Context: an optimization exercise on an open-source flow, tuned for small area, a short achievable clock period and few clock cycles per item. The choices shown serve that exercise and are no tape-out recipe. Only simulation tests tie the RTL to the original design; equivalence was not proved.

--- design/flow/run.sh ---
#!/bin/bash
# synth_recipe.tcl (not shown) runs the flow's synth.tcl, then flattens the netlist and writes it again
# the make line also repeats each setting of config.mk as NAME=value (left out here)
make -C /OpenROAD-flow-scripts/flow DESIGN_CONFIG=/design/flow/config.mk WORK_HOME=/design/flow/orfs CLKGATE_MAP_FILE= SYNTH_SCRIPT=/design/flow/synth_recipe.tcl finish
--- design/flow/design.v ---
module Calvalid(
    input clk,
    input rst,
    input start,
    input [15:0] r2,
    input signed [15:0] x,dx,
    input signed [15:0] y,dy,
    output valid,
    output ready
);
reg [1:0] state;
reg res;
reg val;
reg signed [31:0] xx;
reg signed [31:0] yy;
assign ready=res;
assign valid=val;
always @(posedge clk)begin
    if(rst)begin
        state<=2'd0;
        res<=0;
    end else
    case(state)
        2'd1:begin
            xx<=xx*xx;
            yy<=yy*yy;
            state<=2'd2;
        end 
        2'd2:begin
            val<=(r2>=(xx+yy));
            res<=1;
            state<=2'd0;
        end
        2'd0:begin
            res<=0;
            if(start)begin
                xx<=x-dx;
                yy<=y-dy;
                state<=2'd1;
            end
        end
    endcase
end
endmodule
module HitTest(
    input clk,
    input rst,
    input start,
    input rsel,             
    input [15:0] x,
    input [15:0] y,
    input [15:0] notex,
    input [15:0] notey,
    input signed [15:0] indx,
    input signed [15:0] indy,
    output valJR,
    output valE,
    output valr,
    output valR,
    output ready
);
wire [15:0] r2 =( rsel)?8'd26:8'd37;
localparam [15:0] E = 16'd32;
localparam [15:0] JR = 16'd75;
wire valErd,valrrd,valRrd,valJRrd;
assign ready=valJRrd&valErd&valrrd&valRrd;
Calvalid calvJR(
    .start(start),
    .clk(clk),
    .rst(rst),
    .x(x),
    .dx(notex),
    .y(y),
    .dy(notey),
    .r2(JR*JR),
    .valid(valJR),
    .ready(valJRrd)
);
Calvalid calvE(
    .start(start),
    .clk(clk),
    .rst(rst),
    .x(x),
    .dx(notex),
    .y(y),
    .dy(notey),
    .r2(E*E),
    .valid(valE),
    .ready(valErd)
);
Calvalid calvr(
    .start(start),
    .clk(clk),
    .rst(rst),
    .x(x),
    .dx(notex),
    .y(y),
    .dy(notey),
    .r2(r2),
    .valid(valr),
    .ready(valrrd)
);
Calvalid calvR(
    .start(start),
    .clk(clk),
    .rst(rst),
    .x(x),
    .dx(indx),
    .y(y),
    .dy(indy),
    .r2(r2),
    .valid(valR),
    .ready(valRrd)
);
endmodule
--- design/flow/constraint.sdc ---
create_clock -name core_clock -period 10.0 [get_ports {clk}]
set_input_delay 2.0000 -clock core_clock [delete_from_list [all_inputs] [get_ports {clk}]]
set_output_delay 2.0000 -clock core_clock [all_outputs]
set_load 0.01 [all_outputs]
--- design/flow/config.mk ---
export PLATFORM = sky130hd
export DESIGN_NAME = HitTest
export DESIGN_NICKNAME = HitTest
export VERILOG_FILES = /design/flow/design.v
export SDC_FILE = /design/flow/constraint.sdc
export NUM_CORES = 4
export LEC_CHECK = 0
export CAP_MARGIN = 20
export CORE_MARGIN = 2
export CORE_UTILIZATION = 40
export SLEW_MARGIN = 20
==> out/qor.yml <==
placed_design:
  gp_congestion: 0.903
  dp_hpwl_mm: 284
  io_buffers: 104
  dp.cells: 17260
timing:
  max_freq_mhz: 111
  fin_setup_tns_ns: 0
  finalCriticalPeriod_ns: 9.01
  rsz0062_at_grt: "no"
  tightestPinTransition_ns: 1.13
  setup_viol: 0
  drv_slew: 0
  maxSlewHeadroom: 0.249
  finClkSkew_ns: 0.0491
  hold_viol: 0
  finalCritPeriodShare: 0.901
logic_synthesis:
  ys_warn_count: 1
  synth_ff_type: "edfxtp_1"
  ys_async_sr_fraction: 0
  synth-seq-cells: 272
  synth.distinct_cells: 94
  mappedNetlistArea_um2: 127000
  synth-edff-count: 260
  seq_area_frac_synth: 0.0635
  synth_cells: 13219
  synth.avg_cell_area_um2: 9.59
detailed_routing:
  drt-initial-drc-count: 5042
  avgRoutedWirePerCell_um: 19.4
  drt_pass1_iterations: 5
  via_per_inst: 4.97
  ant_nets: 0
  drt_wl_total_mm: 337
  drc: 0
  via_count: 86197
worst_hold_path:
  worstHoldPathType: "reg2reg"
die:
  rows: 206
  die_x_um: 567
  die_area_um2: 321000
  core_um2: 315000
  start_util: 0.402
  die_h_um: 567
  io_pins: 105
critical_path:
  end_kind: "register"
  path_class: "reg2reg"
  worstPathRequired_ns: 10.39
  worstPathArrival_ns: 9.41
  path_max_fanout: 23
  startpoint_type: "register"
finish:
  seq_area_um2: 8050
  num-fill-cells: 30912
  drive_above_1_share: 0.0253
  nets: 17562
  instances_no_fill: 17342
  multi_input_area_um2: 104000
  syn2layout_area_growth_pct: 5.91
grt:
  overflow: 0
  grt.total_usage: 0.218
  antenna_found_initial: 18
  grt_pass1_vias: 94425
  grt_pass1_wl_mm: 545
  grt_max_degree: 63
clock_tree:
  cts_buffers: 42
  clockBufferDepth: 3
  clk_pin_slew_ns: 0.06
  htree_levels: 2
  clock-root-buffer: "clkbuf_16"
  cts_tree: "yes"
  cts_hold_buf: 0
  clk_latency_ns: 0.69
  cts_resized: 0
  cts_setup_buffers: 0
  numClockSinks: 272
flow_run:
  maxCapViolCount: 0
status:
  status: "no timing/DRC/antenna violations"
-- registers in the layout, indices dropped and copies added (netlist names), 32 cells and up --
name	flops
calvr.xx	32
calvJR.xx	32
calvR.yy	32
calvE.xx	32
calvR.xx	32
calvJR.yy	32
calvE.yy	32
calvr.yy	32
-- area by class of cell --
cell class              instances  share of cell area
diodes                          3           0.0000559
clock buffers                  51             0.00830
clock inverters                26             0.00173
inverters                    3525              0.0985
multi-input cells            9038               0.776
flip-flops and latches        272              0.0599
well taps                    4160              0.0388
repair buffers                267              0.0171
-- placed cells by master (no fill, tap or decap), types with 12 or more instances in the layout --
cell type / netlist / layout
clkbuf_16: 0 / 42
dfxtp_1: 12 / 12
ha_1: 1388 / 1385
clkdlybuf4s50_1: 0 / 104
fa_1: 2928 / 2928
nand3_1: 60 / 60
a21boi_0: 24 / 24
or2_2: 24 / 24
nor2b_1: 65 / 65
a2111oi_0: 22 / 22
nor2_1: 342 / 339
a21oi_1: 306 / 303
xor2_1: 173 / 172
a31o_2: 22 / 22
xnor2_1: 353 / 350
o211ai_1: 20 / 20
inv_1: 3524 / 3524
a211o_1: 19 / 19
mux2_2: 26 / 26
o21bai_1: 47 / 47
nand4_1: 19 / 19
o31ai_1: 30 / 30
o2111ai_1: 14 / 14
a21o_1: 132 / 132
buf_4: 0 / 161
edfxtp_1: 260 / 260
or3_1: 24 / 24
o21ai_1: 16 / 16
o21a_1: 44 / 44
and3_1: 32 / 32
nor3_1: 89 / 88
a31oi_1: 55 / 55
o21ai_0: 303 / 303
nand2_1: 894 / 894
nand2b_1: 56 / 56
mux2i_1: 26 / 26
and2_1: 1261 / 1261
o22ai_1: 21 / 20
a211oi_1: 33 / 33
nor4_1: 17 / 17
-- cell families after synthesis --
logic type               synth area share
AND/OR/NAND/NOR                     0.120
buffers and inverters               0.116
adder cells (fa/ha/maj)             0.599
AO/OA/AOI/OAI                      0.0607
XOR/XNOR                           0.0363
other                           0.0000296
flip-flops                         0.0635
multiplexers                      0.00436
-- critical path: stages, from the launching register on --
cell,delay [ns]
edfxtp_1,1.06
nand2_1,0.18
fa_1,0.63
inv_1,0.07
fa_1,0.48
fa_1,0.51
inv_1,0.05
fa_1,0.48
inv_1,0.06
fa_1,0.51
inv_1,0.06
fa_1,0.53
inv_1,0.05
fa_1,0.49
fa_1,0.41
ha_1,0.32
inv_1,0.12
o21bai_1,0.09
a21o_1,0.19
a221oi_2,0.35
o21ai_0,0.40
or4_1,0.52
a31oi_1,0.27
nor2b_1,0.08
o21a_1,0.18
o41ai_1,0.33
xor2_1,0.20
o21ai_0,0.09
-- per-stage QoR --
stage	hold WS, ns	instance area [µm²]	util	setup WS [ns]
after detailed placement	0.473	133000	0.421	1.11
final	0.478	134000	0.426	0.990
after floorplan	0.419	127000	-	2.05
after global routing	0.496	134000	0.426	0.594
after global placement	0.469	133000	0.421	1.21
after CTS	0.482	134000	0.426	1.05
-- per-layer routing --
layer | vias up | GRT usage | wire (µm)
li1 | 39596 | - | -
met1 | 44298 | 0.307 | 151000
met2 | 1984 | 0.357 | 159000
met3 | 317 | 0.0250 | 18100
met4 | 2 | 0.0525 | 9330
met5 | - | 0 | 13
-- cells in the mapped netlist, types with 12 or more instances --
| cell | instances | area (µm²) |
|---|---|---|
| nand4_1 | 19 | 119 |
| edfxtp_1 | 260 | 7810 |
| o21ai_0 | 303 | 1520 |
| nor3_1 | 89 | 445 |
| o22ai_1 | 21 | 131 |
| a211o_1 | 19 | 166 |
| nand3_1 | 60 | 300 |
| o21a_1 | 44 | 330 |
| dfxtp_1 | 12 | 240 |
| nor2_1 | 342 | 1280 |
| fa_1 | 2928 | 58600 |
| a21boi_0 | 24 | 180 |
| xnor2_1 | 353 | 3090 |
| a211oi_1 | 33 | 248 |
| nand2b_1 | 56 | 350 |
| o211ai_1 | 20 | 150 |
| clkbuf_1 | 373 | 1400 |
| inv_1 | 3524 | 13200 |
| and3_1 | 32 | 200 |
| o21ai_1 | 16 | 80.1 |
| mux2i_1 | 26 | 260 |
| a31o_2 | 22 | 193 |
| xor2_1 | 173 | 1520 |
| a31oi_1 | 55 | 344 |
| and2_1 | 1261 | 7890 |
| a21oi_1 | 306 | 1530 |
| nor2b_1 | 65 | 407 |
| or3_1 | 24 | 150 |
| mux2_2 | 26 | 293 |
| o2111ai_1 | 14 | 123 |
| a2111oi_0 | 22 | 193 |
| a21o_1 | 132 | 991 |
| o21bai_1 | 47 | 353 |
| nor4_1 | 17 | 106 |
| o31ai_1 | 30 | 225 |
| ha_1 | 1388 | 17400 |
| or2_2 | 24 | 150 |
| nand2_1 | 894 | 3360 |
-- worst paths after layout --
kind,start,end,slack [ns],cells after the start
worst max-delay path,calvr.yy[7],calvr.yy[30],0.99,27
worst min-delay path,calvR.state[0],calvR.state[0],0.48,2
worst max register to register,calvr.yy[7],calvr.yy[30],0.99,27
worst min register to register,calvR.state[0],calvR.state[0],0.48,2
Testbench counts, summed over its fixed seeds: cycles 48,000, items 16,000.

## static timing again, ports no longer ideal
Ports are ideal in the flow. The routed layout listed here was re-timed in OpenROAD.
Step 1 assumes that a clkbuf_16 drives the clock port and a buf_2 every other input.
Step 2 moves the port delays by t, midway between the first and last clock arrival at a register: inputs arrive t later, outputs are due t later. That takes back most of the time a late clock gives input paths.
Three values: no drivers, after step 1, after step 2; two values: the first two.
t (ns): 0.749
setup WS [ns]: 0.990 / 0.990 / 0.990
worst register clock-pin slew, ns: 0.07 / 0.07
After both steps this run still meets setup and hold. The setup slack of this run moves by 0.000 ns with the drivers and by 0.000 ns with both steps.
